What follows belongs to an exercise in optimizing a design on an open flow for small area and a short achievable clock period; a production flow would make more cautious choices.
Power figures rest on the tool's default switching activity, not on a simulated workload.

## the reference run
==> flow/design.v <==
`timescale 1ns / 1ps
module execute(
    input clk,
    input [1:0] ctlwb_in, ctlm_in,
    input [31:0] npc, rdata1, rdata2, s_extend,
    input [4:0] instr_2016, instr_1511,
    input [1:0] alu_op,
    input [5:0] funct,
    input alusrc, regdst,
    output reg [1:0] ctlwb_out, ctlm_out,
    output reg [31:0] adder_out, alu_result_out, rdata2_out,
    output reg [4:0] muxout_out
);
    wire rtype    = (alu_op == 2'b10);
    wire f_add    = rtype & (funct == 6'b100000);
    wire f_sub    = rtype & (funct == 6'b100010);
    wire op_and   = rtype & (funct == 6'b100100);
    wire op_or    = rtype & (funct == 6'b100101);
    wire op_slt   = rtype & (funct == 6'b101010);
    wire op_arith = (alu_op == 2'b00) | (alu_op == 2'b01) | f_add | f_sub;
    wire sub      = alu_op[0] | (alu_op[1] & funct[1]);
    wire [31:0] ax = rdata1 ^ {32{sub}};
    wire [31:0] b  = alusrc ? s_extend : rdata2;
    wire [31:0] ag = ax & b;
    wire [31:0] at = ax | b;
    wire [31:0] ah = ax ^ b;
    reg [31:0] g, t;
    integer i, j;
    always @(*) begin
        g = ag;
        t = at;
        for (i = 0; i < 5; i = i + 1)
            for (j = 0; j < 32; j = j + 1)
                if (j[i]) begin
                    g[j] = g[j] | (t[j] & g[((j >> i) << i) - 1]);
                    t[j] = t[j] & t[((j >> i) << i) - 1];
                end
    end
    wire [31:0] c  = {g[30:0], 1'b0};
    wire        lt = g[31];
    wire [31:0] hs  = ah ^ {32{sub}};
    wire [31:0] lg  = ({32{op_and}} & ag) | ({32{op_or}} & at);
    wire [31:0] r0  = ({32{op_arith}} & hs) | lg;
    wire [31:0] r1  = ({32{op_arith}} & ~hs) | lg;
    wire [31:0] alu_result = (c & r1) | (~c & r0) | {31'b0, op_slt & lt};
    wire [31:0] bg0 = npc & s_extend;
    wire [31:0] bp0 = npc ^ s_extend;
    reg  [31:0] bg, bp;
    integer l, k;
    always @(*) begin
        bg = bg0;
        bp = bp0;
        for (l = 0; l < 5; l = l + 1)
            for (k = (2 << l) - 1; k < 32; k = k + (2 << l)) begin
                bg[k] = bg[k] | (bp[k] & bg[k - (1 << l)]);
                bp[k] = bp[k] & bp[k - (1 << l)];
            end
        for (l = 3; l >= 0; l = l - 1)
            for (k = (3 << l) - 1; k < 32; k = k + (2 << l)) begin
                bg[k] = bg[k] | (bp[k] & bg[k - (1 << l)]);
                bp[k] = bp[k] & bp[k - (1 << l)];
            end
    end
    wire [31:0] branch = bp0 ^ {bg[30:0], 1'b0};
    always @(posedge clk) begin
        ctlwb_out      <= ctlwb_in;
        ctlm_out       <= ctlm_in;
        adder_out      <= branch;
        alu_result_out <= alu_result;
        rdata2_out     <= rdata2;
        muxout_out     <= regdst ? instr_1511 : instr_2016;
    end
endmodule
==> flow/config.mk <==
export PLATFORM = sky130hd
export DESIGN_NAME = execute
export DESIGN_NICKNAME = execute
export VERILOG_FILES = /design/flow/design.v
export SDC_FILE = /design/flow/constraint.sdc
export NUM_CORES = 4
export LEC_CHECK = 0
export CAP_MARGIN = 20
export CORE_MARGIN = 2
export CORE_UTILIZATION = 40
export GPL_TIMING_DRIVEN = 0
export SETUP_SLACK_MARGIN = 1.2
export SLEW_MARGIN = 20
export TNS_END_PERCENT = 0
==> flow/constraint.sdc <==
create_clock -name core_clock -period 3.6 [get_ports {clk}]
set_input_delay 0.7200 -clock core_clock [delete_from_list [all_inputs] [get_ports {clk}]]
set_output_delay 0.7200 -clock core_clock [all_outputs]
set_load 0.01 [all_outputs]
standard.sh (not shown) runs the stock make flow with config.mk's settings and CLKGATE_MAP_FILE= SYNTH_SCRIPT=/design/flow/synth_recipe.tcl, a recipe that flattens the netlist after the stock synthesis.
==> flow/flow/run.sh <==
#!/bin/bash
# The standard layout (standard.sh) with: synthesis through flow/synth.tcl
# (ABC mapping script flow/abc.script, no full/half-adder cell extraction),
# and plain buf_1 cells as the port buffers.
set -euo pipefail
cd "$(dirname "$0")/.."
export MY_ABC_SCRIPT=$PWD/flow/abc.script
bash standard.sh SYNTH_SCRIPT=$PWD/flow/synth.tcl ADDER_MAP_FILE= BUFFER_PORTS_ARGS="-buffer_cell sky130_fd_sc_hd__buf_1"  finish > standard.log 2>&1
==> flow/flow/abc.script <==
strash
dch -f
map -D 1600
topo
buffer -c
upsize -c
dnsize -c
==> flow/flow/synth.tcl <==
# The standard synthesis (synth_recipe.tcl), with ABC's mapping script
# replaced by flow/abc.script (delay-driven mapping).
proc synth {args} { yosys synth -nofsm -noshare {*}$args }
proc abc {args} {
  set i [lsearch $args -script]
  if {$i >= 0} { lset args [expr {$i+1}] $::env(MY_ABC_SCRIPT) }
  yosys abc {*}$args
}
source $::env(SCRIPTS_DIR)/synth.tcl
# left out here: clear keep_hierarchy, flatten, clean up, hide names made inside functions, write 1_2_yosys.v
--- input diff the reference run..the trial run ---
diff --git a/flow/design.v b/flow/design.v
--- a/flow/design.v
+++ b/flow/design.v
@@ -18,7 +18,7 @@
     wire op_or    = rtype & (funct == 6'b100101);
     wire op_slt   = rtype & (funct == 6'b101010);
     wire op_arith = (alu_op == 2'b00) | (alu_op == 2'b01) | f_add | f_sub;
-    wire sub      = alu_op[0] | (alu_op[1] & funct[1]);
+    wire sub      = (alu_op == 2'b01) | f_sub | op_slt;
     wire [31:0] ax = rdata1 ^ {32{sub}};
     wire [31:0] b  = alusrc ? s_extend : rdata2;
     wire [31:0] ag = ax & b;
Notes after the runs:
Sequential share of layout area on the trial run is down relative to the reference run.
Compared with the reference run, the trial run shows setup slack lower by 0.34 ns.
Upper clock frequency limit | the trial run below the reference run
Time the worst path needs with I/O delays and setup was higher in the run labelled the trial run.
Overall power of the completed layout: higher on the reference run
Count of clock-buffer cells in the layout for the trial run: 1 up relative to the reference run
Looking at mapped cell area, the trial run sits about 2.6% higher than the reference run does.
Compound-cell area share of the yosys netlist: the trial run vs the reference run up 1.5 points
Per the comparison of the trial run with the reference run, synthesis-to-finish area growth rose by 1.8 points, post-synth net total moved up.
Comparing the reference run and the trial run, the lower synthesized cell count was measured on the reference run.
In the trial run, the total number of nets in the final design came out 54 above the value in the reference run.
Row final period utilization: the trial run higher / the reference run lower
No run of this note included a check of the RTL's function; only the layout flow was run.

port drivers added, routing unchanged:
In the flow no input, the clock included, has a driving cell. The finished layouts below were timed again as built, in two steps.
Step 1, drivers: a clkbuf_16 drives clk and a buf_2 each remaining input, both assumed.
Step 2 adds t to the input delays and takes it off the output delays; t is the mean of the earliest and latest rising clock arrival at the registers after step 1. Input paths then give back, and output paths get back, about the clock's delay inside the block.
a / b / c = ideal ports / drivers / drivers and shift; a / b = the first two.
| run | t, ns | setup slack, ns | worst data-port slew with drivers (ns) |
|---|---|---|---|
| the reference run | 0.395 | 1.022 / 1.024 / 0.629 | 0.06 |
| the trial run | 0.398 | 0.678 / 0.701 / 0.304 | 0.06 |
After both steps setup and hold are still met in every run listed. The setup slack of the reference run, which loses most, moves by +0.002 ns with the drivers and by -0.393 ns with both steps.
